Context: an optimization exercise on an open-source flow, tuned for a short achievable clock period and few clock cycles. The choices shown serve that exercise and are no tape-out recipe.
The RTL was checked by simulation tests, not by an equivalence proof against the original design.
Power and IR drop assume default switching activity.

==> flow/run.sh <==
#!/bin/bash
# Standard ORFS layout; repair_timing aims for setup slack well beyond the
# clock period's needs so the achieved period is pushed down.
set -euo pipefail
bash standard.sh SETUP_SLACK_MARGIN=11 finish > flow_make.log 2>&1
==> standard.sh <==
#!/bin/bash
# synth_recipe.tcl (not shown) runs the flow's synth.tcl, then flattens the netlist and writes it again
# the make line also repeats each setting of config.mk as NAME=value (left out here)
make -C /OpenROAD-flow-scripts/flow DESIGN_CONFIG=/design/flow/config.mk WORK_HOME=/design/flow/orfs CLKGATE_MAP_FILE= SYNTH_SCRIPT=/design/flow/synth_recipe.tcl "${@:-finish}"
==> config.mk <==
export PLATFORM = sky130hd
export DESIGN_NAME = mp3_datapath
export DESIGN_NICKNAME = mp3_datapath
export VERILOG_FILES = /design/flow/design.v
export SDC_FILE = /design/flow/constraint.sdc
export NUM_CORES = 4
export LEC_CHECK = 0
export ABC_CLOCK_PERIOD_IN_PS = 4000
export CAP_MARGIN = 20
export CORE_MARGIN = 2
export CORE_UTILIZATION = 35
export SLEW_MARGIN = 20
==> constraint.sdc <==
create_clock -name core_clock -period 15.0 [get_ports {clk}]
set_input_delay 3.0000 -clock core_clock [delete_from_list [all_inputs] [get_ports {clk}]]
set_output_delay 3.0000 -clock core_clock [all_outputs]
set_load 0.01 [all_outputs]
==> design.v <==
package rv32i_types;
typedef enum bit [6:0] {
    op_lui   = 7'b0110111,  
    op_auipc = 7'b0010111,  
    op_jal   = 7'b1101111,  
    op_jalr  = 7'b1100111,  
    op_br    = 7'b1100011,  
    op_load  = 7'b0000011,  
    op_store = 7'b0100011,  
    op_imm   = 7'b0010011,  
    op_reg   = 7'b0110011,  
    op_csr   = 7'b1110011   
} rv32i_opcode;
typedef enum bit [2:0] {
    beq  = 3'b000,
    bne  = 3'b001,
    blt  = 3'b100,
    bge  = 3'b101,
    bltu = 3'b110,
    bgeu = 3'b111
} branch_funct3_t;
typedef enum bit [2:0] {
    lb  = 3'b000,
    lh  = 3'b001,
    lw  = 3'b010,
    lbu = 3'b100,
    lhu = 3'b101
} load_funct3_t;
typedef enum bit [2:0] {
    sb = 3'b000,
    sh = 3'b001,
    sw = 3'b010
} store_funct3_t;
typedef enum bit [2:0] {
    add  = 3'b000,  
    sll  = 3'b001,
    slt  = 3'b010,
    sltu = 3'b011,
    axor = 3'b100,
    sr   = 3'b101,  
    aor  = 3'b110,
    aand = 3'b111
} arith_funct3_t;
typedef enum bit [2:0] {
    alu_add = 3'b000,
    alu_sll = 3'b001,
    alu_sra = 3'b010,
    alu_sub = 3'b011,
    alu_xor = 3'b100,
    alu_srl = 3'b101,
    alu_or  = 3'b110,
    alu_and = 3'b111
} alu_ops;
typedef logic [31:0] rv32i_word;
typedef logic [4:0] rv32i_reg;
typedef logic [3:0] rv32i_mem_wmask;
typedef struct packed {
	rv32i_opcode opcode;
	alu_ops aluop;
	logic [2:0] regfilemux_sel;
	logic load_regfile;
	logic alumux1_sel; 
	logic [2:0] alumux2_sel;
	logic cmpmux_sel; 
	logic [1:0] memdatamux_sel;
	branch_funct3_t cmpop;
	rv32i_reg rd;
	logic [1:0] store_op;
	logic load_op;
	logic sign_sel;
	logic jalr_addr_sel;
	logic is_branch;
	logic is_jump;
	logic data_mem_read;
	logic data_mem_write;
	rv32i_reg rs1;
	rv32i_reg rs2;
	logic [7:0] bp_update_index;
} rv32i_control_word;
endpackage : rv32i_types
module register #(parameter width = 32)
(
    input clk,
    input rst,
    input load,
    input [width-1:0] in,
    output logic [width-1:0] out
);
logic [width-1:0] data;
always_ff @(posedge clk)
begin
    if (rst)
    begin
        data <= '0;
    end
    else if (load)
    begin
        data <= in;
    end
end
always_comb
begin
    out = data;
end
endmodule
module pc_register #(parameter width = 32)
(
    input clk,
    input rst,
    input load,
    input [width-1:0] in,
    output logic [width-1:0] out
);
logic [width-1:0] data;
always_ff @(posedge clk)
begin
    if (rst)
    begin
        data <= 32'h00000060;
    end
    else if (load)
    begin
        data <= in;
    end
end
always_comb
begin
    out = data;
end
endmodule
module regfile
(
    input clk,
    input load,
    input [31:0] in,
    input [4:0] src_a, src_b, dest,
    output logic [31:0] reg_a, reg_b
);
logic [31:0] data [32]  ;
always_ff @(posedge clk)
begin
    if (load && dest)
    begin
        data[dest] <= in;
    end
end
always_comb
begin
    reg_a = src_a ? data[src_a] : 0;
    reg_b = src_b ? data[src_b] : 0;
end
endmodule
module mux2 #(parameter width = 32)
(
	input sel,
	input [width-1:0] a, b,
	output logic [width-1:0] f
);
	always_comb
	begin
		if (sel == 0)
			f = a;
		else
			f = b;
	end
endmodule
module mux4 #(parameter width = 32)
(
	input logic [1:0] sel,
	input [width-1:0] a, b, c, d, 
	output logic [width-1:0] f
);
	always_comb
	begin
		if (sel == 0)
			f = a;
		else if (sel == 1)
			f = b;
		else if (sel == 2)
			f = c;
		else 
			f = d;		
	end
endmodule
module mux8 #(parameter width = 32)
(
	input logic [2:0] sel,
	input [width-1:0] a, b, c, d, aa, bb, cc, dd,
	output logic [width-1:0] f
);
	always_comb
	begin
		if (sel == 0)
			f = a;
		else if (sel == 1)
			f = b;
		else if (sel == 2)
			f = c;
		else if (sel == 3)
			f = d;
		else if (sel == 4)
			f = aa;
		else if (sel == 5)
			f = bb;
		else if (sel == 6)
			f = cc;
		else 
			f = dd;
	end
endmodule
import rv32i_types::*;
module alu
(
    input rv32i_types::alu_ops aluop,
    input [31:0] a, b,
    output logic [31:0] f
);
always_comb
begin
    case (aluop)
        alu_add:  f = a + b;
        alu_sll:  f = a << b[4:0];
        alu_sra:  f = $signed(a) >>> b[4:0];
        alu_sub:  f = a - b;
        alu_xor:  f = a ^ b;
        alu_srl:  f = a >> b[4:0];
        alu_or:   f = a | b;
        alu_and:  f = a & b;
    endcase
end
endmodule
import rv32i_types::*;
module cmp
(
	input rv32i_types::rv32i_word rs1,
	input rv32i_types::rv32i_word cmpmux,
	input rv32i_types::branch_funct3_t cmpop,
	output logic br_en
);
logic signed [31:0] rs1_signed;
logic signed [31:0] cmpmux_signed;
assign rs1_signed = $signed(rs1);
assign cmpmux_signed = $signed(cmpmux);
always_comb
begin
	br_en = 0;
	case(cmpop)
		beq: begin
			if (rs1 == cmpmux)
				br_en = 1;
		end
		bne: begin
			if (rs1 != cmpmux)
				br_en = 1;
		end
		blt: begin
			if (rs1_signed < cmpmux_signed)
				br_en = 1;
		end
		bge: begin
			if (rs1_signed >= cmpmux_signed)
				br_en = 1;
		end
		bltu: begin
			if (rs1 < cmpmux)
				br_en = 1;
		end
		bgeu: begin
			if (rs1 >= cmpmux)
				br_en = 1;
		end
	endcase
end
endmodule
import rv32i_types::*;
module forwarding_unit
(
	input rv32i_types::rv32i_reg rs1,
	input rv32i_types::rv32i_reg rs2,
	input rv32i_types::rv32i_reg mem_rd,
	input rv32i_types::rv32i_reg wb_rd,
	input rv32i_types::rv32i_reg decode_rs1,
	input rv32i_types::rv32i_reg decode_rs2,
	input rv32i_types::rv32i_opcode mem_opcode,
	input rv32i_types::rv32i_opcode wb_opcode,
	output logic [1:0] forwardA_sel,
	output logic [1:0] forwardB_sel,
	output logic decode_forwardA_sel,
	output logic decode_forwardB_sel
);
always_comb begin
	forwardA_sel = 2'b00;
	forwardB_sel = 2'b00;
	decode_forwardA_sel = 1'b0;
	decode_forwardB_sel = 1'b0;
	if( (wb_rd != 5'b0) && ((wb_opcode != op_store) && (wb_opcode != op_br)) ) begin
		forwardA_sel[1] = (rs1 == wb_rd);
		forwardB_sel[1] = (rs2 == wb_rd);
		decode_forwardA_sel = (decode_rs1 == wb_rd);
		decode_forwardB_sel = (decode_rs2 == wb_rd);
	end
	if( (mem_rd != 5'b0) && ((mem_opcode != op_store) && (mem_opcode != op_br)) ) begin
		forwardA_sel[0] = (rs1 == mem_rd);
		forwardB_sel[0] = (rs2 == mem_rd);
	end
end
endmodule
import rv32i_types::*;
module load_instr_block
(
	input rv32i_types::rv32i_word wb_mem_rdata,
	input rv32i_types::rv32i_word wb_alu_out,
	input logic wb_sign_sel,
	input logic wb_load_op,
	output rv32i_types::rv32i_word load_data_out
);
rv32i_types::rv32i_word lh_upper, lh_lower, lhu_upper, lhu_lower, lb_0, lb_1, lb_2, lb_3, lbu_0, lbu_1, lbu_2, lbu_3;
rv32i_types::rv32i_word load_half_signed_out, load_byte_signed_out, load_half_unsigned_out, load_byte_unsigned_out, load_signed_out, load_unsigned_out;
assign lh_upper = $signed(wb_mem_rdata[31:16]);
assign lh_lower = $signed(wb_mem_rdata[15:0]);
assign lhu_upper = {16'h0, wb_mem_rdata[31:16]};
assign lhu_lower = {16'h0, wb_mem_rdata[15:0]};	
assign lb_0 = $signed(wb_mem_rdata[7:0]);
assign lb_1 = $signed(wb_mem_rdata[15:8]);
assign lb_2 = $signed(wb_mem_rdata[23:16]);
assign lb_3 = $signed(wb_mem_rdata[31:24]);
assign lbu_0 = {24'h0, wb_mem_rdata[7:0]};
assign lbu_1 = {24'h0, wb_mem_rdata[15:8]};
assign lbu_2 = {24'h0, wb_mem_rdata[23:16]};
assign lbu_3 = {24'h0, wb_mem_rdata[31:24]};
mux2 load_half_signed
(
	.sel(wb_alu_out[1]),
	.a(lh_lower),
	.b(lh_upper),
	.f(load_half_signed_out)
);
mux4 load_byte_signed
(
	.sel(wb_alu_out[1:0]),
	.a(lb_0),
	.b(lb_1),
	.c(lb_2),
	.d(lb_3),
	.f(load_byte_signed_out)
);
mux2 load_half_unsigned
(
	.sel(wb_alu_out[1]),
	.a(lhu_lower),
	.b(lhu_upper),
	.f(load_half_unsigned_out)
);
mux4 load_byte_unsigned
(
	.sel(wb_alu_out[1:0]),
	.a(lbu_0),
	.b(lbu_1),
	.c(lbu_2),
	.d(lbu_3),
	.f(load_byte_unsigned_out)
);
mux2 load_signed
(
	.sel(wb_load_op),
	.a(load_half_signed_out),
	.b(load_byte_signed_out),
	.f(load_signed_out)
);
mux2 load_unsigned
(
	.sel(wb_load_op),
	.a(load_half_unsigned_out),
	.b(load_byte_unsigned_out),
	.f(load_unsigned_out)
);
mux2 load_instr_final
(
	.sel(wb_sign_sel),
	.a(load_signed_out),
	.b(load_unsigned_out),
	.f(load_data_out)
);
endmodule
import rv32i_types::*;
module mem_byte_enable_block
(
	input rv32i_types::rv32i_word mem_alu_out,
	input [1:0] mem_store_op,
	output logic [3:0] mem_byte_enable
);
logic [3:0] store_half_out;
logic [3:0] store_byte_out;
mux2 #(4) store_half
(
	.sel(mem_alu_out[1]),
	.a(4'b0011),
	.b(4'b1100),
	.f(store_half_out)
);
mux4 #(4) store_byte
(
	.sel(mem_alu_out[1:0]),
	.a(4'b0001),
	.b(4'b0010),
	.c(4'b0100),
	.d(4'b1000),
	.f(store_byte_out)
);
mux4 #(4) store_op
(
	.sel(mem_store_op),
	.a(4'b0000),
	.b(store_half_out),
	.c(store_byte_out),
	.d(4'b1111),
	.f(mem_byte_enable)
);
endmodule
import rv32i_types::*;
module control_rom
(
	input rv32i_types::rv32i_opcode opcode,
	input logic [2:0] funct3,
	input logic [6:0] funct7,
	input rv32i_types::rv32i_reg rd,
	input rv32i_types::rv32i_reg rs1,
	input rv32i_types::rv32i_reg rs2,
	input cache_hit,
	input rv32i_types::rv32i_opcode ex_opcode,
	input rv32i_types::rv32i_opcode mem_opcode,
	input rv32i_types::rv32i_reg prev_rd,
	input ex_br_en,
	input old_branch_hazard,
	input [7:0] bp_update_index,
	input [31:0] branch_target,
	input [31:0] id_pc,
	input [31:0] ex_pc,
	output rv32i_types::rv32i_control_word ctrl,
	output logic pipeline_continue ,
	output logic load_use_hazard,
	output logic branch_hazard,
	output logic pc_correction_sel
);
logic output_bubble;
logic [31:0] next_addr;
assign next_addr = ex_pc + 4;
always_comb begin
	output_bubble = 1'b0;
	branch_hazard = 1'b0;
	pc_correction_sel = 1'b0;
	if( ((ex_opcode == op_br) && (ex_br_en == 1'b1)) || (ex_opcode == op_jal) || (ex_opcode == op_jalr) ) begin
		if(id_pc != branch_target) begin
			output_bubble = 1'b1;
			branch_hazard = 1'b1;
		end
	end
	if( (ex_opcode == op_br) && (ex_br_en == 1'b0) ) begin
		if(id_pc != next_addr) begin
			output_bubble = 1'b1;
			branch_hazard = 1'b1;
			pc_correction_sel = 1'b1;
		end	
	end
	if(old_branch_hazard) begin
		output_bubble = 1'b1;
	end
end
always_comb
begin 
	pipeline_continue = cache_hit;
	load_use_hazard = 1'b1;
	ctrl.opcode = opcode;
	ctrl.load_regfile = 1'b0;
	ctrl.aluop = rv32i_types::alu_ops'(funct3);
	ctrl.cmpop = rv32i_types::branch_funct3_t'(funct3);
	ctrl.regfilemux_sel = 3'b0;
	ctrl.rd = rd;
	ctrl.rs1 = rs1;
	ctrl.rs2 = rs2;
	ctrl.alumux1_sel = 1'b0;
	ctrl.alumux2_sel = 3'b0;
	ctrl.cmpmux_sel = 1'b0;
	ctrl.memdatamux_sel = 2'b0;
	ctrl.store_op = 2'b0;
	ctrl.load_op = 1'b0;
	ctrl.sign_sel = 1'b0;
	ctrl.is_jump = 1'b0;
	ctrl.is_branch = 1'b0;
	ctrl.jalr_addr_sel = 1'b0;
	ctrl.data_mem_read = 1'b0;
	ctrl.data_mem_write = 1'b0;
	ctrl.bp_update_index = bp_update_index;
	case(opcode)
		op_lui: begin
			ctrl.regfilemux_sel = 3'b010;  
			ctrl.load_regfile = 1'b1;
		end 
		op_auipc: begin
			ctrl.aluop = alu_add;
			ctrl.alumux1_sel = 1'b1;
			ctrl.alumux2_sel = 3'b1;
			ctrl.load_regfile = 1'b1;  
		end
		op_jal: begin
			ctrl.aluop = alu_add;
			ctrl.is_jump = 1'b1;
			ctrl.alumux1_sel = 1'b1;
			ctrl.alumux2_sel = 3'b100;
			ctrl.regfilemux_sel = 3'b100;
			ctrl.load_regfile = 1'b1;
		end
		op_jalr: begin
			ctrl.aluop = alu_add;
			ctrl.is_jump = 1'b1;
			ctrl.regfilemux_sel = 3'b100;
			ctrl.load_regfile = 1'b1;
			ctrl.jalr_addr_sel = 1'b1;
		end
		op_br: begin
			ctrl.is_branch = 1'b1;
			ctrl.alumux1_sel = 1'b1;
			ctrl.alumux2_sel = 3'b010;
			ctrl.aluop = alu_add;
		end
		op_load: begin
			ctrl.data_mem_read = 1'b1;
			ctrl.aluop = alu_add;
			case(funct3)
				3'b000: begin
					ctrl.load_op = 1'b1; 
					ctrl.sign_sel = 1'b0;
					ctrl.regfilemux_sel = 3'b101;
				end 
				3'b001: begin
					ctrl.load_op = 1'b0;
					ctrl.sign_sel = 1'b0;
					ctrl.regfilemux_sel = 3'b101;
				end
				3'b010: begin
					ctrl.regfilemux_sel = 3'b011;
				end
				3'b100: begin
					ctrl.load_op = 1'b1;
					ctrl.sign_sel = 1'b1;
					ctrl.regfilemux_sel = 3'b101;
				end
				3'b101: begin
					ctrl.load_op = 1'b0;
					ctrl.sign_sel = 1'b1;
					ctrl.regfilemux_sel = 3'b101;
				end
				default: ;  
			endcase
			ctrl.load_regfile = 1'b1;
		end
		op_store: begin
			ctrl.data_mem_write = 1'b1;
			ctrl.aluop = alu_add;
			ctrl.alumux2_sel = 3'b011;
			case(funct3)
				3'b000: begin
					ctrl.memdatamux_sel = 2'b10;
					ctrl.store_op = 2'b10;
				end
				3'b001: begin
					ctrl.memdatamux_sel = 2'b01;
					ctrl.store_op = 2'b01;
				end
				3'b010: begin
					ctrl.store_op = 2'b11;
				end
				default: ;  
			endcase
		end
		op_imm: begin
			ctrl.load_regfile = 1'b1;
			case(funct3)
				3'b010: begin 
					ctrl.cmpop = blt;
					ctrl.cmpmux_sel = 1'b1;
					ctrl.regfilemux_sel = 3'b1;
				end
				3'b011: begin
					ctrl.cmpop = bltu;
					ctrl.cmpmux_sel = 1'b1;
					ctrl.regfilemux_sel = 3'b1;
				end
				3'b101: begin 
					case(funct7)
						7'b0000000: begin 
							ctrl.aluop = alu_srl;
						end
						7'b0100000: begin 
							ctrl.aluop = alu_sra;
						end 
						default:   ;
					endcase
				end
				default: ;   
			endcase
		end
		op_reg: begin
			ctrl.load_regfile = 1'b1;
			ctrl.alumux2_sel = 3'b101;
			case(funct3)
				3'b000: begin
					case(funct7)
						7'b0000000: begin 
							ctrl.aluop = alu_add;
						end 
						7'b0100000: begin 
							ctrl.aluop = alu_sub;
						end
						default:   ;
					endcase
				end 
				3'b010: begin 
					ctrl.cmpop = blt;
					ctrl.regfilemux_sel = 3'b1;
				end 
				3'b011: begin 	
					ctrl.cmpop = bltu;
					ctrl.regfilemux_sel = 3'b1;
				end 
				3'b101: begin 
					case(funct7) 
						7'b0000000: begin 
							ctrl.aluop = alu_srl;
						end 
						7'b0100000: begin
							ctrl.aluop = alu_sra;
						end 
						default:   ;
					endcase 
				end
				default: begin 
					ctrl.aluop = rv32i_types::alu_ops'(funct3);
				end 
			endcase
		end
		op_csr: ;  
		default: begin
			ctrl = 0;
		end 
	endcase
	if( (ex_opcode == op_load) && ((rs1 == prev_rd) || (rs2 == prev_rd)) ) begin
		load_use_hazard = 1'b0;
		ctrl.opcode = op_imm;
		ctrl.load_regfile = 1'b1;
		ctrl.aluop = alu_add;
		ctrl.cmpop = rv32i_types::branch_funct3_t'(3'b011);
		ctrl.regfilemux_sel = 3'b0;
		ctrl.rd = 5'b0;
		ctrl.rs1 = 5'b0;
		ctrl.rs2 = 5'b0;
		ctrl.alumux1_sel = 1'b0;
		ctrl.alumux2_sel = 3'b0;
		ctrl.cmpmux_sel = 1'b0;
		ctrl.memdatamux_sel = 2'b0;
		ctrl.store_op = 2'b0;
		ctrl.load_op = 1'b0;
		ctrl.sign_sel = 1'b0;
		ctrl.is_branch = 1'b0;
		ctrl.is_jump = 1'b0;
		ctrl.jalr_addr_sel = 1'b0;
		ctrl.data_mem_read = 1'b0;
		ctrl.data_mem_write = 1'b0;
	end
	if(output_bubble) begin
		ctrl.opcode = op_imm;
		ctrl.load_regfile = 1'b1;
		ctrl.aluop = alu_add;
		ctrl.cmpop = rv32i_types::branch_funct3_t'(3'b011);
		ctrl.regfilemux_sel = 3'b0;
		ctrl.rd = 5'b0;
		ctrl.rs1 = 5'b0;
		ctrl.rs2 = 5'b0;
		ctrl.alumux1_sel = 1'b0;
		ctrl.alumux2_sel = 3'b0;
		ctrl.cmpmux_sel = 1'b0;
		ctrl.memdatamux_sel = 2'b0;
		ctrl.store_op = 2'b0;
		ctrl.load_op = 1'b0;
		ctrl.sign_sel = 1'b0;
		ctrl.is_branch = 1'b0;
		ctrl.is_jump = 1'b0;
		ctrl.jalr_addr_sel = 1'b0;
		ctrl.data_mem_read = 1'b0;
		ctrl.data_mem_write = 1'b0;
	end
end
endmodule
module IF_ID_reg
(
	input clk,
	input rst,
	input logic load,
	input [31:0] if_pc_out,
	output logic [31:0] id_pc_out
);
register pc_out_reg
(	
	.clk(clk),
	.rst(rst),
	.load(load),
	.in(if_pc_out),
	.out(id_pc_out)
);
endmodule
import rv32i_types::*;
module ID_EX_reg
(
	input clk,
	input rst,
	input logic load,
	input logic hazard,
	input logic branch,
	input rv32i_types::rv32i_word id_pc_out,
	input rv32i_types::rv32i_control_word id_ctrl_word,
	input rv32i_types::rv32i_word id_rs1_out,
	input rv32i_types::rv32i_word id_rs2_out,
	input rv32i_types::rv32i_word id_i_imm,
	input rv32i_types::rv32i_word id_u_imm,
	input rv32i_types::rv32i_word id_b_imm,
	input rv32i_types::rv32i_word id_s_imm,
	input rv32i_types::rv32i_word id_j_imm,
	output rv32i_types::rv32i_word ex_pc_out, 
	output rv32i_types::rv32i_control_word ex_ctrl_word,
	output rv32i_types::rv32i_word ex_rs1_out,
	output rv32i_types::rv32i_word ex_rs2_out,
	output rv32i_types::rv32i_word ex_i_imm,
	output rv32i_types::rv32i_word ex_u_imm,
	output rv32i_types::rv32i_word ex_b_imm,
	output rv32i_types::rv32i_word ex_s_imm,
	output rv32i_types::rv32i_word ex_j_imm
);
logic [31:0] i_imm_out;
logic [31:0] pc_mux_out;
register pc_out_reg
(	
	.clk(clk),
	.rst(rst),
	.load(load),
	.in(pc_mux_out),
	.out(ex_pc_out)
);
register #(56) ctrl_word_reg  
(	
	.clk(clk),
	.rst(rst),
	.load(load),
	.in(id_ctrl_word),
	.out(ex_ctrl_word)
);
register rs1_out_reg
(	
	.clk(clk),
	.rst(rst),
	.load(load),
	.in(id_rs1_out),
	.out(ex_rs1_out)
);
register rs2_out_reg
(	
	.clk(clk),
	.rst(rst),
	.load(load),
	.in(id_rs2_out),
	.out(ex_rs2_out)
);
register i_imm_reg
(	
	.clk(clk),
	.rst(rst),
	.load(load),
	.in(i_imm_out),
	.out(ex_i_imm)
);
register u_imm_reg
(	
	.clk(clk),
	.rst(rst),
	.load(load),
	.in(id_u_imm),
	.out(ex_u_imm)
);
register b_imm_reg
(	
	.clk(clk),
	.rst(rst),
	.load(load),
	.in(id_b_imm),
	.out(ex_b_imm)
);
register s_imm_reg
(	
	.clk(clk),
	.rst(rst),
	.load(load),
	.in(id_s_imm),
	.out(ex_s_imm)
);
register j_imm_reg
(	
	.clk(clk),
	.rst(rst),
	.load(load),
	.in(id_j_imm),
	.out(ex_j_imm)
);
mux2 i_imm_mux
(
	.sel(hazard),
	.a(32'b0),
	.b(id_i_imm),
	.f(i_imm_out)
);
mux2 pc_mux
(
	.sel(~hazard | branch),
	.a(id_pc_out),
	.b(32'b0),
	.f(pc_mux_out)
);
endmodule
import rv32i_types::*;
module EX_MEM_reg
(
	input clk,
	input rst,
	input logic load,
	input rv32i_types::rv32i_word ex_pc_out,
	input rv32i_types::rv32i_control_word ex_ctrl_word,
	input rv32i_types::rv32i_word ex_alu_out,
	input logic ex_br_en,
	input rv32i_types::rv32i_word ex_mem_wdata,
	input rv32i_types::rv32i_word ex_u_imm,
	output rv32i_types::rv32i_word mem_pc_out, 
	output rv32i_types::rv32i_control_word mem_ctrl_word,
	output rv32i_types::rv32i_word mem_alu_out,
	output logic mem_br_en,
	output rv32i_types::rv32i_word mem_mem_wdata,
	output rv32i_types::rv32i_word mem_u_imm
);
register pc_out_reg
(	
	.clk(clk),
	.rst(rst),
	.load(load),
	.in(ex_pc_out),
	.out(mem_pc_out)
);
register #(56) ctrl_word_reg  
(	
	.clk(clk),
	.rst(rst),
	.load(load),
	.in(ex_ctrl_word),
	.out(mem_ctrl_word)
);
register alu_out_reg
(	
	.clk(clk),
	.rst(rst),
	.load(load),
	.in(ex_alu_out),
	.out(mem_alu_out)
);
register #(1) br_en_reg
(	
	.clk(clk),
	.rst(rst),
	.load(load),
	.in(ex_br_en),
	.out(mem_br_en)
);
register mem_wdata_reg
(	
	.clk(clk),
	.rst(rst),
	.load(load),
	.in(ex_mem_wdata),
	.out(mem_mem_wdata)
);
register u_imm_reg
(	
	.clk(clk),
	.rst(rst),
	.load(load),
	.in(ex_u_imm),
	.out(mem_u_imm)
);
endmodule
import rv32i_types::*;
module MEM_WB_reg
(
	input clk,
	input rst,
	input logic load,
	input rv32i_types::rv32i_word mem_pc_out,
	input rv32i_types::rv32i_control_word mem_ctrl_word,
	input rv32i_types::rv32i_word mem_alu_out,
	input logic mem_br_en,
	input rv32i_types::rv32i_word mem_u_imm,
	output rv32i_types::rv32i_word wb_pc_out, 
	output rv32i_types::rv32i_control_word wb_ctrl_word,
	output rv32i_types::rv32i_word wb_alu_out,
	output logic wb_br_en,
	output rv32i_types::rv32i_word wb_u_imm
);
register pc_out_reg
(	
	.clk(clk),
	.rst(rst),
	.load(load),
	.in(mem_pc_out),
	.out(wb_pc_out)
);
register #(56) ctrl_word_reg  
(	
	.clk(clk),
	.rst(rst),
	.load(load),
	.in(mem_ctrl_word),
	.out(wb_ctrl_word)
);
register alu_out_reg
(	
	.clk(clk),
	.rst(rst),
	.load(load),
	.in(mem_alu_out),
	.out(wb_alu_out)
);
register #(1) br_en_reg
(	
	.clk(clk),
	.rst(rst),
	.load(load),
	.in(mem_br_en),
	.out(wb_br_en)
);
register u_imm_reg
(	
	.clk(clk),
	.rst(rst),
	.load(load),
	.in(mem_u_imm),
	.out(wb_u_imm)
);
endmodule
module mp3_datapath
(
	input clk,
	input rst,
	input logic [31:0] data_mem_rdata,
	input logic [31:0] instr_mem_rdata,
	input cache_hit,
	output logic [31:0] instr_mem_addr,
	output logic [31:0] data_mem_addr,
	output logic [3:0] data_mem_byte_en,
	output logic [31:0] data_mem_wdata,
	output logic data_mem_read,
	output logic data_mem_write
);
localparam int BI = 5;               
localparam int NB = 1 << BI;         
localparam int TL = BI + 2;          
localparam int TH = 10;              
localparam int TW = TH - TL + 1;
localparam logic [6:0] OP_LUI   = 7'b0110111;
localparam logic [6:0] OP_AUIPC = 7'b0010111;
localparam logic [6:0] OP_JAL   = 7'b1101111;
localparam logic [6:0] OP_JALR  = 7'b1100111;
localparam logic [6:0] OP_BR    = 7'b1100011;
localparam logic [6:0] OP_LOAD  = 7'b0000011;
localparam logic [6:0] OP_STORE = 7'b0100011;
localparam logic [6:0] OP_IMM   = 7'b0010011;
localparam logic [6:0] OP_REG   = 7'b0110011;
logic [31:0] pc_f;
logic          btb_v   [NB];
logic [1:0]    btb_ctr [NB];
logic [TW-1:0] btb_tag [NB];
logic [15:2]   btb_tgt [NB];    
logic          btb_ret [NB];
logic [31:0]   ras;
logic        f2_v;
logic [31:0] f2_pc, f2_pn;
logic        f2_hit, f2_tk;
logic [1:0]  f2_ctr;
logic        use_ibuf;
logic [31:0] ibuf;
logic        d_v;
logic [31:0] d_ir, d_pc, d_pn;
logic        d_hit, d_tk;
logic [1:0]  d_ctr;
logic        e_v;
logic [4:0]  e_rd;
logic        e_wr, e_load, e_store, e_br, e_jal, e_jalr, e_pre_sel, e_sub, e_sra;
logic [2:0]  e_f3;
logic [31:0] e_a, e_b, e_sd, e_pre, e_pc, e_pc4, e_tgt, e_pn;
logic [2:0]  e_fa, e_fb, e_fs;
logic [8:0]  e_sel9;        
logic [8:0]  e_sela, e_sels;  
logic [8:0]  e_rs;          
logic        e_eq_tgt, e_eq_pc4;
logic        e_hit, e_ret;
logic [1:0]  e_ctr;
logic        m_v, m_wr, m_load;
logic [4:0]  m_rd;
logic [31:0] m_res;
logic [2:0]  m_f3;
logic        w_v, w_wr, w_load;
logic [4:0]  w_rd;
logic [31:0] w_res;
logic [2:0]  w_f3;
logic [1:0]  w_a;
logic        w2_we;
logic [4:0]  w2_rd;
logic [31:0] w2_res;
logic          u_we, u_tgt_we, u_valid, u_ret, u_jalr;
logic [BI-1:0] u_idx;
logic [TW-1:0] u_tag;
logic [15:2]   u_tgt;
logic [1:0]    u_ctr;
logic [31:0] rf [32];
logic [BI-1:0] f_idx;
logic          f_hit, f_taken;
logic [31:0]   f_pn;
logic [1:0]    f_ctr;
assign instr_mem_addr = pc_f;
assign f_idx = pc_f[TL-1:2];
logic [NB-1:0] f_hitv, f_tkv;
always_comb
	for (int i = 0; i < NB; i++) begin
		f_hitv[i] = btb_v[i] && (btb_tag[i] == pc_f[TH:TL]);
		f_tkv[i]  = f_hitv[i] && btb_ctr[i][1];
	end
assign f_hit = f_hitv[f_idx];
assign f_ctr = btb_ctr[f_idx];
assign f_taken = f_tkv[f_idx];
logic [31:0]   f_btb, f_pc4;
assign f_btb = btb_ret[f_idx] ? ras : {pc_f[31:16], btb_tgt[f_idx], 2'b00};
assign f_pc4 = pc_f + 32'd4;
assign f_pn = f_taken ? f_btb : f_pc4;
logic [31:0] f2_ins;
assign f2_ins = use_ibuf ? ibuf : instr_mem_rdata;
logic [6:0]  d_op;
logic [2:0]  d_f3;
logic [4:0]  d_rs1, d_rs2, d_rdf;
logic        d_lui, d_auipc, d_jal, d_jalr, d_br, d_load, d_store, d_imm, d_reg;
logic        d_use1, d_use2, d_wr;
logic [31:0] d_iimm, d_simm, d_bimm, d_uimm, d_jimm, d_imm_v;
logic [31:0] d_tgt, d_pc4, d_pre, d_auipc_v;
logic [31:0] d_r1, d_r2;
logic [2:0]  d_fa, d_fb;
logic        d_hz;
assign d_op  = d_ir[6:0];
assign d_f3  = d_ir[14:12];
assign d_rs1 = d_ir[19:15];
assign d_rs2 = d_ir[24:20];
assign d_rdf = d_ir[11:7];
assign d_lui   = d_op == OP_LUI;
assign d_auipc = d_op == OP_AUIPC;
assign d_jal   = d_op == OP_JAL;
assign d_jalr  = d_op == OP_JALR;
assign d_br    = d_op == OP_BR;
assign d_load  = d_op == OP_LOAD;
assign d_store = d_op == OP_STORE;
assign d_imm   = d_op == OP_IMM;
assign d_reg   = d_op == OP_REG;
assign d_use1 = d_jalr | d_br | d_load | d_store | d_imm | d_reg;
assign d_use2 = d_br | d_store | d_reg;
assign d_wr   = (d_rdf != 5'd0) & (d_lui | d_auipc | d_jal | d_jalr | d_load | d_imm | d_reg);
assign d_iimm = {{21{d_ir[31]}}, d_ir[30:20]};
assign d_simm = {{21{d_ir[31]}}, d_ir[30:25], d_ir[11:7]};
assign d_bimm = {{20{d_ir[31]}}, d_ir[7], d_ir[30:25], d_ir[11:8], 1'b0};
assign d_uimm = {d_ir[31:12], 12'h000};
assign d_jimm = {{12{d_ir[31]}}, d_ir[19:12], d_ir[20], d_ir[30:21], 1'b0};
assign d_imm_v = d_store ? d_simm : d_iimm;
logic [31:0] d_off;
assign d_off = d_jal ? d_jimm : d_bimm;
assign d_tgt = d_pc + d_off;
function automatic logic addeq(input logic [31:0] a, input logic [31:0] b, input logic [31:0] c);
	logic [31:0] x, g, ok;
	x = a ^ b;
	g = a & b;
	ok[0] = x[0] == c[0];
	for (int i = 1; i < 32; i++)
		ok[i] = (x[i] ^ c[i]) == (g[i-1] | (x[i-1] & ~c[i-1]));
	addeq = &ok;
endfunction
assign d_pc4 = d_pc + 32'd4;
assign d_auipc_v = d_pc + d_uimm;
assign d_pre = d_lui ? d_uimm : (d_auipc ? d_auipc_v : d_pc4);
function automatic logic [31:0] dval(input logic [4:0] rs, input logic [31:0] rfv);
	if (rs == 5'd0) dval = 32'd0;
	else if (m_v && m_wr && m_rd == rs) dval = m_res;
	else if (w_v && w_wr && w_rd == rs) dval = w_res;
	else if (w2_we && w2_rd == rs) dval = w2_res;
	else dval = rfv;
endfunction
logic [31:0] d_rf1, d_rf2;
assign d_rf1 = rf[d_rs1];
assign d_rf2 = rf[d_rs2];
assign d_r1 = dval(d_rs1, d_rf1);
assign d_r2 = dval(d_rs2, d_rf2);
function automatic logic [2:0] fwd_sel(input logic [4:0] rs);
	if (rs != 5'd0 && e_v && e_wr && e_rd == rs) fwd_sel = 3'b001;
	else if (rs != 5'd0 && !(m_v && m_wr && m_rd == rs) && w_v && w_wr && w_load && w_rd == rs) fwd_sel = 3'b010;
	else fwd_sel = 3'b100;
endfunction
assign d_fa = fwd_sel(d_rs1);
assign d_fb = fwd_sel(d_rs2);
logic [2:0] d_fbx;
logic       d_sub;
logic [8:0] d_rs;
assign d_sub = d_reg & d_ir[30] & (d_f3 == 3'b000);
always_comb begin
	d_rs = 9'd0;
	if (d_lui | d_auipc | d_jal | d_jalr) d_rs[8] = 1'b1;
	else d_rs[d_f3] = 1'b1;
end
assign d_fbx = (d_use2 & ~d_store) ? d_fb : 3'b100;
function automatic logic ld_dep(input logic [4:0] rs);
	ld_dep = (rs != 5'd0) &&
	       ((e_v && e_load && e_rd == rs) || (m_v && m_load && m_rd == rs));
endfunction
assign d_hz = d_v && ((d_use1 && ld_dep(d_rs1)) || (d_use2 && ld_dep(d_rs2)));
logic d_ret;
assign d_ret = d_jalr && d_rdf == 5'd0 && d_ir[31:20] == 12'd0;
logic        d_redir;
logic [31:0] d_rtgt, d_pn2;
assign d_redir = d_v && !d_tk && (d_jal || (d_br && d_ir[31]) || d_ret);
assign d_rtgt  = d_ret ? ras : d_tgt;
assign d_pn2   = d_redir ? d_rtgt : d_pn;
logic [31:0] x_a, x_b, x_sd;
logic [31:0] x_sum, x_bn, x_res, x_sll, x_sr;
logic        x_lt, x_ltu, x_eq, x_cond, x_taken;
logic        x_jeq, x_mis;
logic        mis_t, mis_n;    
logic [31:0] x_redir;
logic [31:0] x_wdata;
logic [3:0]  x_be;
function automatic logic [31:0] fwd(input logic [31:0] r, input logic [2:0] s);
	fwd = ({32{s[0]}} & m_res) | ({32{s[1]}} & w2_res) | ({32{s[2]}} & r);
endfunction
assign x_a  = fwd(e_a, e_fa);
assign x_b  = fwd(e_b, e_fb);
assign x_sd = fwd(e_sd, e_fs);
function automatic logic [31:0] ks_sum(input logic [31:0] a, input logic [31:0] b, input logic cin);
	logic [31:0] p, g, gg, pp;
	p = a ^ b;
	g = a & b;
	gg = g;
	pp = p;
	gg[0] = g[0] | (p[0] & cin);
	for (int k = 0; k < 5; k++)
		for (int i = 31; i >= (1 << k); i--) begin
			gg[i] = gg[i] | (pp[i] & gg[i - (1 << k)]);
			pp[i] = pp[i] & pp[i - (1 << k)];
		end
	ks_sum = p ^ {gg[30:0], cin};
endfunction
function automatic logic ks_geu(input logic [31:0] a, input logic [31:0] b);
	logic [31:0] p, g, gg, pp;
	p = ~(a ^ b);
	g = a & ~b;
	gg = g;
	pp = p;
	gg[0] = g[0] | p[0];
	for (int k = 0; k < 5; k++)
		for (int i = 31; i >= (1 << k); i--) begin
			gg[i] = gg[i] | (pp[i] & gg[i - (1 << k)]);
			pp[i] = pp[i] & pp[i - (1 << k)];
		end
	ks_geu = gg[31];
endfunction
logic [2:0][31:0] src_a, src_b;
logic [8:0][31:0] suma9, sums9;
logic [8:0]       eq9, lt9, ltu9;
assign src_a[0] = m_res;
assign src_a[1] = w2_res;
assign src_a[2] = e_a;
assign src_b[0] = m_res;
assign src_b[1] = w2_res;
assign src_b[2] = e_b;
always_comb begin
	for (int i = 0; i < 3; i++)
		for (int j = 0; j < 3; j++) begin
			suma9[3*i+j] = ks_sum(src_a[i], src_b[j], 1'b0);
			sums9[3*i+j] = ks_sum(src_a[i], ~src_b[j], 1'b1);
			eq9[3*i+j]  = src_a[i] == src_b[j];
			ltu9[3*i+j] = ~ks_geu(src_a[i], src_b[j]);
			lt9[3*i+j]  = ltu9[3*i+j] ^ src_a[i][31] ^ src_b[j][31];
		end
	x_sum = 32'd0;
	for (int k = 0; k < 9; k++) x_sum = x_sum | ({32{e_sela[k]}} & suma9[k]) | ({32{e_sels[k]}} & sums9[k]);
	x_eq  = |(e_sel9 & eq9);
	x_lt  = |(e_sel9 & lt9);
	x_ltu = |(e_sel9 & ltu9);
end
assign x_sll = x_a << x_b[4:0];
logic [31:0] x_sra, x_srl;
assign x_sra = $signed(x_a) >>> x_b[4:0];
assign x_srl = x_a >> x_b[4:0];
assign x_sr  = e_sra ? x_sra : x_srl;
assign x_res = ({32{e_rs[0]}} & x_sum) |
               ({32{e_rs[1]}} & x_sll) |
               ({32{e_rs[2]}} & {31'd0, x_lt}) |
               ({32{e_rs[3]}} & {31'd0, x_ltu}) |
               ({32{e_rs[4]}} & (x_a ^ x_b)) |
               ({32{e_rs[5]}} & x_sr) |
               ({32{e_rs[6]}} & (x_a | x_b)) |
               ({32{e_rs[7]}} & (x_a & x_b)) |
               ({32{e_rs[8]}} & e_pre);
always_comb begin
	case (e_f3)
		3'b000: x_cond = x_eq;
		3'b001: x_cond = ~x_eq;
		3'b100: x_cond = x_lt;
		3'b101: x_cond = ~x_lt;
		3'b110: x_cond = x_ltu;
		default: x_cond = ~x_ltu;
	endcase
end
logic [31:0] jx, jg;
logic [31:1] jok;
assign jx = x_a ^ x_b;
assign jg = x_a & x_b;
always_comb begin
	jok[1] = (jx[1] ^ e_pn[1]) == jg[0];
	for (int i = 2; i < 32; i++)
		jok[i] = (jx[i] ^ e_pn[i]) == (jg[i-1] | (jx[i-1] & ~e_pn[i-1]));
end
assign x_jeq = &jok;
assign x_taken = e_jal | e_jalr | (e_br & x_cond);
logic x_mis_j;
assign x_mis   = x_taken ? mis_t : mis_n;
assign x_mis_j = e_v & e_jalr & ~x_jeq;
assign x_redir = x_taken ? e_tgt : e_pc4;
always_comb begin
	case (e_f3[1:0])
		2'b00: begin x_wdata = {4{x_sd[7:0]}};  x_be = 4'b0001 << x_sum[1:0]; end
		2'b01: begin x_wdata = {2{x_sd[15:0]}}; x_be = x_sum[1] ? 4'b1100 : 4'b0011; end
		default: begin x_wdata = x_sd;          x_be = 4'b1111; end
	endcase
end
logic [31:0] l_sh, l_val;
assign l_sh = data_mem_rdata >> {w_a, 3'b000};
always_comb begin
	case (w_f3)
		3'b000: l_val = {{24{l_sh[7]}}, l_sh[7:0]};
		3'b001: l_val = {{16{l_sh[15]}}, l_sh[15:0]};
		3'b100: l_val = {24'd0, l_sh[7:0]};
		3'b101: l_val = {16'd0, l_sh[15:0]};
		default: l_val = data_mem_rdata;
	endcase
end
logic redirect, stall;
logic pend;
logic [31:0] p_tgt;
assign redirect = pend;
logic [31:0] pc_norm, pc_next;
logic [31:0] pc_other;
logic        f_use;
always_comb begin
	if (pend) pc_other = p_tgt;
	else if (stall) pc_other = pc_f;
	else if (d_redir) pc_other = d_rtgt;
	else pc_other = f_pc4;
end
assign f_use = f_taken & ~pend & ~stall & ~d_redir;
assign pc_norm = f_use ? f_btb : pc_other;
assign mis_t = e_v & ~pend & ~e_jalr & ~e_eq_tgt;
assign mis_n = e_v & ~pend & ~e_jalr & ~e_eq_pc4;
assign pc_next = pc_norm;
assign stall = d_hz;
always_ff @(posedge clk) begin
	if (rst) begin
		pc_f <= 32'h00000060;
		f2_v <= 1'b0;
		use_ibuf <= 1'b0;
		d_v <= 1'b0;
		e_v <= 1'b0;
		m_v <= 1'b0;
		w_v <= 1'b0;
		w2_we <= 1'b0;
		u_we <= 1'b0;
		pend <= 1'b0;
		data_mem_read <= 1'b0;
		data_mem_write <= 1'b0;
		data_mem_addr <= 32'd0;
		data_mem_wdata <= 32'd0;
		data_mem_byte_en <= 4'd0;
	end else if (cache_hit) begin
		pend <= (x_mis | x_mis_j) & ~pend;
		pc_f <= pc_next;
		if (redirect) begin
			f2_v <= 1'b0;
			use_ibuf <= 1'b0;
			d_v <= 1'b0;
		end else if (stall) begin
			if (f2_v && !use_ibuf) use_ibuf <= 1'b1;
		end else if (d_redir) begin
			f2_v <= 1'b0;
			use_ibuf <= 1'b0;
			d_v <= 1'b0;
		end else begin
			f2_v <= 1'b1;
			use_ibuf <= 1'b0;
			d_v <= f2_v;
		end
		e_v <= d_v & ~stall & ~redirect;
		m_v <= e_v & ~pend;
		w_v <= m_v;
		w2_we <= w_v & w_wr;
		u_we <= e_v & ~pend & ((e_br | e_jal | e_jalr) ? (x_taken | e_hit) : e_hit);
		data_mem_read <= e_v & ~pend & e_load;
		data_mem_write <= e_v & ~pend & e_store;
		data_mem_addr    <= x_sum;
		data_mem_wdata   <= x_wdata;
		data_mem_byte_en <= x_be;
	end
end
always_ff @(posedge clk) begin
	if (cache_hit) begin
		if (stall && f2_v && !use_ibuf) ibuf <= instr_mem_rdata;
		if (d_v && !stall && (d_jal || d_jalr) && d_rdf != 5'd0) ras <= d_pc4;
		if (!stall) begin
			f2_pc  <= pc_f;
			f2_pn  <= f_pn;
			f2_hit <= f_hit;
			f2_tk  <= f_taken;
			f2_ctr <= f_ctr;
			d_ir  <= f2_ins;
			d_pc  <= f2_pc;
			d_pn  <= f2_pn;
			d_hit <= f2_hit;
			d_tk  <= f2_tk;
			d_ctr <= f2_ctr;
		end
		e_rd      <= d_rdf;
		e_wr      <= d_wr;
		e_load    <= d_load;
		e_store   <= d_store;
		e_br      <= d_br;
		e_jal     <= d_jal;
		e_jalr    <= d_jalr;
		e_pre_sel <= d_lui | d_auipc | d_jal | d_jalr;
		e_sub     <= d_sub;
		e_sra     <= d_ir[30];
		e_f3      <= d_f3;
		e_a       <= d_r1;
		e_b       <= d_use2 & ~d_store ? d_r2 : d_imm_v;
		e_sd      <= d_r2;
		e_fa      <= d_fa;
		e_fb      <= d_fbx;
		for (int i = 0; i < 3; i++)
			for (int j = 0; j < 3; j++) begin
				e_sel9[3*i+j] <= d_fa[i] & d_fbx[j];
				e_sela[3*i+j] <= d_fa[i] & d_fbx[j] & ~d_sub;
				e_sels[3*i+j] <= d_fa[i] & d_fbx[j] & d_sub;
			end
		e_rs      <= d_rs;
		e_fs      <= d_fb;
		e_pre     <= d_pre;
		e_pc      <= d_pc;
		e_pc4     <= d_pc4;
		e_tgt     <= d_tgt;
		e_pn      <= d_pn2;
		e_eq_tgt  <= d_redir | addeq(d_pc, d_off, d_pn);
		e_eq_pc4  <= d_redir ? (d_off == 32'd4) : addeq(d_pc, 32'd4, d_pn);
		e_hit     <= d_hit;
		e_ret     <= d_ret;
		e_ctr     <= d_ctr;
		m_wr   <= e_wr;
		m_load <= e_load;
		m_rd   <= e_rd;
		m_res  <= x_res;
		m_f3   <= e_f3;
		w_wr   <= m_wr;
		w_load <= m_load;
		w_rd   <= m_rd;
		w_res  <= m_res;
		w_f3   <= m_f3;
		w_a    <= data_mem_addr[1:0];
		w2_rd  <= w_rd;
		w2_res <= w_load ? l_val : w_res;
		u_idx    <= e_pc[TL-1:2];
		u_tag    <= e_pc[TH:TL];
		p_tgt    <= e_jalr ? {x_sum[31:1], 1'b0} : x_redir;
		u_tgt    <= e_tgt[15:2];
		u_jalr   <= e_jalr;
		u_tgt_we <= x_taken;
		u_valid  <= e_br | e_jal | e_jalr;
		u_ret    <= e_ret;
		if (e_jal | e_jalr)
			u_ctr <= 2'b11;
		else if (!e_hit)
			u_ctr <= 2'b10;
		else if (x_taken)
			u_ctr <= (e_ctr == 2'b11) ? 2'b11 : e_ctr + 2'b01;
		else
			u_ctr <= (e_ctr == 2'b00) ? 2'b00 : e_ctr - 2'b01;
	end
end
always_ff @(posedge clk) begin
	if (w2_we) rf[w2_rd] <= w2_res;
end
always_ff @(posedge clk) begin
	if (rst) begin
		for (int i = 0; i < NB; i++) btb_v[i] <= 1'b0;
	end else if (u_we) begin
		btb_ctr[u_idx] <= u_ctr;
		if (u_tgt_we || !u_valid) begin
			btb_v[u_idx]   <= u_valid;
			btb_tag[u_idx] <= u_tag;
			btb_tgt[u_idx] <= u_jalr ? p_tgt[15:2] : u_tgt;
			btb_ret[u_idx] <= u_ret;
		end
	end
end
endmodule
==> impl_metrics.json, run 1 <==
{
  "status": "complete, no violations",
  "antenna_found_initial": 33,
  "r2r-end": "p_tgt[2]",
  "dr.pass1.iters": 9,
  "drt-wirelength-per-cell_um": 34.0,
  "grt_usage": 0.276,
  "avgSynthCellArea_um2": 12.7,
  "placed_cells": 16700,
  "switching_share": 0.318,
  "synthArstFlopShare": 0,
  "vdd_ir_drop_max_mv": 0.172,
  "instances_no_fill": 17900,
  "synth_area_leader_cell": "edfxtp_1",
  "r2r_setup_slack_ns": 9.87,
  "initial_core_util": 0.351,
  "fill_cells": 37800,
  "power_density_nw_per_um2": 120,
  "cts.sinks": 2565,
  "path_max_fanout": 7,
  "ant_nets": 0,
  "r2r_start": "w2_res[0]",
  "cp_top_family": "compound AO/OA/AOI/OAI gates",
  "setup_slack_ns": 9.87,
  "rsz0062_at_grt": "true",
  "p_clk_frac": 0.337,
  "fin_util": 0.427,
  "syn_inst": 11500,
  "min_period_ns": 5.13,
  "total_power_mw": 21.4,
  "gr-total-overflow": 0,
  "core_area_um2": 416000,
  "path_class": "flip-flop to flip-flop",
  "finalInstanceArea_um2": 178000,
  "fmax_ghz": 0.195,
  "synth-edff-count": 2439,
  "hold_ws_ns": 0.407,
  "drv_cap": 0,
  "syn_nets": 12200,
  "grt_max_degree": 72,
  "yosys-top-cells-count": "edfxtp_1 (2,439), nor2_1 (974), mux4_2 (811)",
  "clock_skew_ns": 0.105,
  "tightest_slew_ns": 1.25,
  "clock_latency_ns": 0.96,
  "syn_area_um2": 146000,
  "die_y_um": 650,
  "pwr-share-seq": 0.392,
  "place_congestion": 1.02,
  "p_sw_mw": 6.81,
  "p_int_mw": 14.6,
  "setup_viol": 0,
  "whs_endpoint": "d_pn[18]",
  "register_area_um2": 76100,
  "path_cells": "buf_8, inv_6, ha_4, inv_4, fa_2, a21o_1, a221o_1, a211o_1, a221o_2, a21oi_4, xnor2_1, o221a_1, o2111a_1, o211ai_1, buf_4, mux2i_1, o21a_2, buf_12, nor2_4, buf_12, a221o_1",
  "cts-root-buf": "clkbuf_16",
  "pin_count": 169,
  "ys_warn_count": 1,
  "final_max_slew_viol_count": 0,
  "post_dp_cell_area_um2": 156000,
  "rows": 237,
  "grt_pass1_vias": 105000,
  "dp_hpwl_um": 405000,
  "yosys-top-cells-area": "edfxtp_1 (50%), mux4_2 (13%), ha_1 (4.9%)",
  "die_w_um": 650,
  "required_ns": 15.66,
  "synth.distinct_cells": 108,
  "cts_tree": "done",
  "drive_gt1_frac": 0.281,
  "worstSetupStartpointType": "flip-flop",
  "comb_power_share": 0.272,
  "holdPathStages": 0,
  "grt_pass1_wl_um": 830000,
  "hold_class": "flip-flop to flip-flop",
  "worstSetupEndpointType": "flip-flop",
  "drcViolationCount": 0,
  "ys_seq_area_frac": 0.519,
  "ys_ff_latch": 2565,
  "synth.most_common_cell": "edfxtp_1",
  "min_from": "f2_pn[18]",
  "slew_headroom": 0.165,
  "critPathBufInv": 6,
  "cp.arrival_ns": 5.79,
  "htree_num_levels": 5,
  "pre_cts_ws_ns": 8.05,
  "wl_um": 608000,
  "port_buffers": 168,
  "clock_path_buffers": 4,
  "p_leak_nw": 61.7,
  "viasPerCell": 6.21,
  "die_area_um2": 422000,
  "drtIter0Drc": 15700,
  "synth_ff_type": "edfxtp_1",
  "multi_input_area_um2": 71300,
  "hold_viol_final": 0,
  "ctsHoldBuffers": 0,
  "clkSlewWorstSetupHoldPaths_ns": 0.06,
  "numCtsBuffers": 283,
  "timing.setup.tns_ns": 0,
  "cpMaxStageDelayCell": "a221o_2",
  "fin_crit_sh": 0.342,
  "cp_slowest_stage_delay_ns": 0.45,
  "area_growth_pct": 21.8,
  "reg2regPathDepth": 21,
  "vias": 111000,
  "layout.nets": 12900,
  "yosys.area.top_type_share": 0.502
}
-- power groups by stage --
| stage | logic [mW] | registers, mW | clock network, mW |
|---|---|---|---|
| floorplan | 3.00 | 8.46 | 0 |
| global placement | 4.73 | 8.58 | 0 |
| detailed placement | 4.71 | 8.58 | 0 |
| CTS | 5.41 | 8.38 | 7.27 |
| global route | 6.04 | 8.38 | 7.53 |
| finish | 5.81 | 8.38 | 7.20 |
-- flip-flops by register name, indices dropped and copies added (netlist names), 64 cells and up, named ones only --
| name | flops |
|---|---|
| btb_tgt | 448 |
| btb_tag | 128 |
| rf | 1024 |
| btb_ctr | 64 |
-- worst max-delay path by stage --
| stage | startpoint | slack, ns | to | cells after the start |
|---|---|---|---|---|
| 6_report | w2_res[0] | 9.87 | p_tgt[2] | 21 |
| 3_3_place_gp | m_res[0] | 8.10 | u_ctr[1] | 19 |
| 2_1_floorplan | cache_hit | 8.75 | d_ctr[0] | 4 |
| 5_1_grt | w2_res[0] | 9.84 | p_tgt[2] | 21 |
| 4_1_cts | w2_res[0] | 9.92 | p_tgt[9] | 21 |
| 3_5_place_dp | m_res[0] | 8.05 | u_ctr[1] | 19 |
-- cell type report --
| type | instances | share of cell area |
|---|---|---|
| sequential | 2565 | 0.428 |
| tap | 5497 | 0.0387 |
| antenna | 22 | 0.000310 |
| clock inverter | 169 | 0.0114 |
| clock buffer | 343 | 0.0416 |
| timing repair buffer | 1156 | 0.0677 |
| multi-input combinational | 7634 | 0.401 |
| timing repair inverter | 1 | 0.0000422 |
| inverter | 503 | 0.0111 |
-- repair_timing --
item / 4_1_cts / 5_1_grt
endpoints found under the setup margin: 1428 / 645
cloned: 40 / 11
hold endpoints to repair: 0 / 0
pin swaps: 275 / 198
resized for setup: 1589 / 376
setup buffers: 425 / 189
-- placed cells by master (no fill, tap or decap), drive strengths merged, types with 111 or more instances in the layout --
master	n
dfxtp	126
edfxtp	2439
nand3	190
mux4	811
clkbuf	359
clkinv	111
a211oi	288
nor2	983
a21o	143
ha	569
nor3	185
inv	504
xor2	219
buf	1055
xnor2	442
a22oi	131
mux2i	165
o21ai	428
nand2	616
a21oi	764
-- metal layers --
metal | GRT usage | up-vias | part of all wire
li1 | - | 46000 | -
met1 | 0.362 | 56600 | 0.38
met2 | 0.425 | 6879 | 0.44
met3 | 0.0485 | 1477 | 0.096
met4 | 0.170 | 8 | 0.077
met5 | 0 | - | 0.000084
-- logic make-up after synthesis --
logic type,share of synthesized area
AOI/OAI and AO/OA,0.124
xor gates and xnor gates,0.0396
adders and majority gates,0.0592
buffers and inverters,0.0337
DFF,0.519
muxes,0.144
and+or+nand+nor,0.0808
Testbench counts, summed over its fixed seeds: cycles 66,805.
==> run 2: changes to the inputs <==
--- a/design.v
+++ b/design.v
@@ -1006,2 +1006,3 @@
 logic [8:0]  e_rs;          
+logic [8:0]  e_rsa, e_rss;   
 logic        e_eq_tgt, e_eq_pc4;
@@ -1208,3 +1209,8 @@
 assign x_sr  = e_sra ? x_sra : x_srl;
-assign x_res = ({32{e_rs[0]}} & x_sum) |
+logic [31:0] x_addres;
+always_comb begin
+	x_addres = 32'd0;
+	for (int k = 0; k < 9; k++) x_addres = x_addres | ({32{e_rsa[k]}} & suma9[k]) | ({32{e_rss[k]}} & sums9[k]);
+end
+assign x_res = x_addres |
                ({32{e_rs[1]}} & x_sll) |
@@ -1263,4 +1269,4 @@
 logic [31:0] p_tgt;
-assign redirect = pend;
-logic [31:0] pc_norm, pc_next;
+assign redirect = x_mis | pend;
+logic [31:0] pc_norm, pc_t, pc_n, pc_next;
 logic [31:0] pc_other;
@@ -1277,3 +1283,5 @@
 assign mis_n = e_v & ~pend & ~e_jalr & ~e_eq_pc4;
-assign pc_next = pc_norm;
+assign pc_t = mis_t ? e_tgt : pc_norm;
+assign pc_n = mis_n ? e_pc4 : pc_norm;
+assign pc_next = x_taken ? pc_t : pc_n;
 assign stall = d_hz;
@@ -1297,3 +1305,3 @@
 	end else if (cache_hit) begin
-		pend <= (x_mis | x_mis_j) & ~pend;
+		pend <= x_mis_j & ~pend;
 		pc_f <= pc_next;
@@ -1329,3 +1337,3 @@
 		if (stall && f2_v && !use_ibuf) ibuf <= instr_mem_rdata;
-		if (d_v && !stall && (d_jal || d_jalr) && d_rdf != 5'd0) ras <= d_pc4;
+		if (d_v && (d_jal || d_jalr) && d_rdf != 5'd0) ras <= d_pc4;
 		if (!stall) begin
@@ -1364,2 +1372,4 @@
 				e_sels[3*i+j] <= d_fa[i] & d_fbx[j] & d_sub;
+				e_rsa[3*i+j]  <= d_fa[i] & d_fbx[j] & ~d_sub & d_rs[0];
+				e_rss[3*i+j]  <= d_fa[i] & d_fbx[j] & d_sub & d_rs[0];
 			end
@@ -1392,3 +1402,3 @@
 		u_tag    <= e_pc[TH:TL];
-		p_tgt    <= e_jalr ? {x_sum[31:1], 1'b0} : x_redir;
+		p_tgt    <= {x_sum[31:1], 1'b0};
 		u_tgt    <= e_tgt[15:2];
--- a/config.mk
+++ b/config.mk
@@ -7,3 +7,3 @@
 export LEC_CHECK = 0
-export ABC_CLOCK_PERIOD_IN_PS = 4000
+export ABC_CLOCK_PERIOD_IN_PS = 1500
 export CAP_MARGIN = 20
==> impl_metrics.json, run 2 <==
{
  "power_density_nw_per_um2": 114,
  "yosys-top-cells-count": "edfxtp_1 (2,453), nor2_1 (1,017), mux4_2 (811)",
  "grt_usage": 0.312,
  "yosys-top-cells-area": "edfxtp_1 (49%), mux4_2 (12%), ha_1 (4.7%)",
  "dp_hpwl_um": 478000,
  "wl_um": 710000,
  "min_from": "m_f3[2]",
  "fmax_ghz": 0.195,
  "viasPerCell": 6.45,
  "met1_length_um": 275000,
  "synth_area_leader_cell": "edfxtp_1",
  "gr-total-overflow": 0,
  "grt_pass1_vias": 114000,
  "die_y_um": 661,
  "vdd_ir_drop_max_mv": 0.104,
  "reg_top3": "rf (1024), btb_tgt (448), btb_tag (128)",
  "path_max_fanout": 10,
  "placed_cells": 17600,
  "drv_cap": 0,
  "grt_pass1_wl_um": 948000,
  "mostFrequentLayoutCell": "edfxtp_1",
  "syn_area_um2": 151000,
  "syn_inst": 12200,
  "fin_util": 0.434,
  "port_buffers": 168,
  "antenna_found_initial": 63,
  "required_ns": 15.82,
  "slew_headroom": 0.0791,
  "rsz0062_at_grt": "true",
  "r2r-end": "pc_f[28]",
  "drcViolationCount": 0,
  "clock_skew_ns": 0.0619,
  "rows": 241,
  "syn_nets": 12900,
  "hold_viol_final": 0,
  "dr.pass1.iters": 9,
  "drt-wirelength-per-cell_um": 37.6,
  "synth-edff-count": 2453,
  "cts.sinks": 2579,
  "p_leak_nw": 64.3,
  "synth.distinct_cells": 97,
  "yosys.area.top_type_share": 0.488,
  "final_cell_mix": "edfxtp_1 (2,453), nor2_1 (888), mux4_2 (811), buf_4 (790), nand2_1 (665)",
  "cts-root-buf": "clkbuf_16",
  "routed.top_layer": "met5",
  "status": "complete, no violations",
  "die_area_um2": 436000,
  "fin_crit_sh": 0.341,
  "r2r_setup_slack_ns": 9.88,
  "ys_ff_latch": 2579,
  "core_area_um2": 430000,
  "drtIter0Drc": 20200,
  "place_congestion": 1.05,
  "ys_seq_area_frac": 0.505,
  "top_register": "rf",
  "met3_length_um": 87600,
  "synthArstFlopShare": 0,
  "clkSlewWorstSetupHoldPaths_ns": 0.06,
  "worstSetupStartpointType": "flip-flop",
  "initial_core_util": 0.351,
  "drive_gt1_frac": 0.296,
  "pin_count": 169,
  "tightest_slew_ns": 1.38,
  "largest_reg_flops": 1024,
  "final_max_slew_viol_count": 0,
  "cts_tree": "done",
  "layout.nets": 13600,
  "ys_warn_count": 1,
  "ant_nets": 0,
  "timing.setup.tns_ns": 0,
  "area_growth_pct": 23.6,
  "numCtsBuffers": 290,
  "clock_path_buffers": 4,
  "r2r_start": "e_a[28]",
  "whs_endpoint": "w_f3[2]",
  "hold_class": "flip-flop to flip-flop",
  "die_w_um": 661,
  "worstSetupEndpointType": "flip-flop",
  "min_period_ns": 5.12,
  "reg2regPathDepth": 16,
  "synth_ff_type": "edfxtp_1",
  "grt_max_degree": 155,
  "clock_latency_ns": 0.95,
  "instances_no_fill": 18900,
  "htree_num_levels": 5,
  "met2_length_um": 298000,
  "vias": 122000,
  "setup_viol": 0,
  "cp.arrival_ns": 5.94,
  "avgSynthCellArea_um2": 12.4,
  "synth.most_common_cell": "edfxtp_1",
  "holdPathStages": 0,
  "path_class": "flip-flop to flip-flop",
  "fill_cells": 39500
}
## run 2: cell families (layout without fill, tap and decap cells)
group,count (synthesis),count (layout),synth area share
buffers and inverters,1431,2342,0.0362
other,0,40,0
muxes,1137,1137,0.144
DFF,2579,2579,0.505
adders and majority gates,645,645,0.0572
xor gates and xnor gates,714,714,0.0414
and+or+nand+nor,2750,2761,0.0841
AOI/OAI and AO/OA,2946,2946,0.133
## run 2: cell type report
cell class              instances  area [um2]  share of cell area
clock buffers                 364        7770              0.0417
inverters                     546        2150              0.0115
clock inverters               162        1680             0.00900
repair buffers               1261       13700              0.0734
multi-input cells            8203       77300               0.414
repair inverters                9         145            0.000778
flip-flops and latches       2579       76500               0.410
diodes                         40         100            0.000537
well taps                    5710        7140              0.0383
## run 2: worst max-delay path: stages (launching register included)
cell and delay (ns):
edfxtp_1 0.60, ha_1 0.63, nand4_1 0.44, nor2_1 0.28, and4_1 0.44, and3_1 0.30, a31oi_1 0.14, and3b_1 0.32
mux2_2 0.28, o32a_1 0.22, nand2_4 0.14, and2_4 0.28, inv_16 0.05, mux2i_4 0.19, buf_6 0.17, or3_1 0.32
a211oi_2 0.18
## run 2: repair_timing
action,CTS,global route
resized for setup,1856,557
gates cloned,59,23
endpoints found under the hold margin,0,0
pin swaps,260,279
hold buffers,0,0
endpoints found under the setup margin,1358,613
buffers inserted,429,202
## run 2: how the worst max path moves through the flow
stage	cells past startpoint	slack, ns	end	start
after floorplan	3	8.88	d_ctr[0]	cache_hit
after global placement	18	7.18	pc_f[28]	w2_res[28]
after detailed placement	18	7.49	pc_f[28]	w2_res[28]
after CTS	21	10.01	pc_f[28]	w2_res[0]
after global routing	20	9.96	pc_f[28]	m_res[27]
final	16	9.88	pc_f[28]	e_a[28]
## run 2: stage by stage
| stage | power (mW) | hold slack, ns | instance area, um2 | setup slack, ns |
|---|---|---|---|---|
| global placement | 13.1 | 0.400 | 161000 | 7.18 |
| finish | 21.3 | 0.410 | 186000 | 9.88 |
| global route | 21.8 | 0.414 | 186000 | 9.96 |
| CTS | 20.9 | 0.407 | 181000 | 10.01 |
| floorplan | 11.2 | 0.400 | 152000 | 8.88 |
| detailed placement | 13.1 | 0.405 | 161000 | 7.49 |
## run 2: report_power, final
| group | internal, mW | total, mW | switching [mW] |
|---|---|---|---|
| combinational | 2.18 | 5.71 | 3.52 |
| sequential | 8.14 | 8.38 | 0.245 |
| clock | 4.12 | 7.25 | 3.13 |
## run 2: routing by layer
| metal | track usage | up-vias |
|---|---|---|
| li1 | - | 48900 |
| met1 | 0.423 | 62200 |
| met2 | 0.453 | 8806 |
| met3 | 0.0818 | 1828 |
| met4 | 0.173 | 16 |
| met5 | 0 | - |
Testbench counts of run 2, summed over its fixed seeds: cycles 66,023.

-- port drivers added, routing unchanged --
Ports are ideal in the flow. The routed layouts listed here were re-timed in OpenROAD.
Step 1, drivers: a clkbuf_16 drives clk and a buf_2 each remaining input, both assumed.
Step 2, shift: input delay + t, output delay - t, t = (earliest + latest rising clock arrival at the registers) / 2. This alone moves slack from input paths to output paths.
Three values: ideal ports, drivers, drivers and shift; two values: the first two.
run	t (ns)	slack for setup (ns)	worst slew at a driven data input, ns	pins driven straight from the clock port
run 1	1.010	9.871 / 9.871 / 9.490	0.43	1
run 2	1.033	9.881 / 9.881 / 9.631	0.29	1
After both steps every run listed still meets setup and hold. For run 1, which loses most, drivers alone change the setup slack by 0.000 ns; drivers and shift together by -0.381 ns.
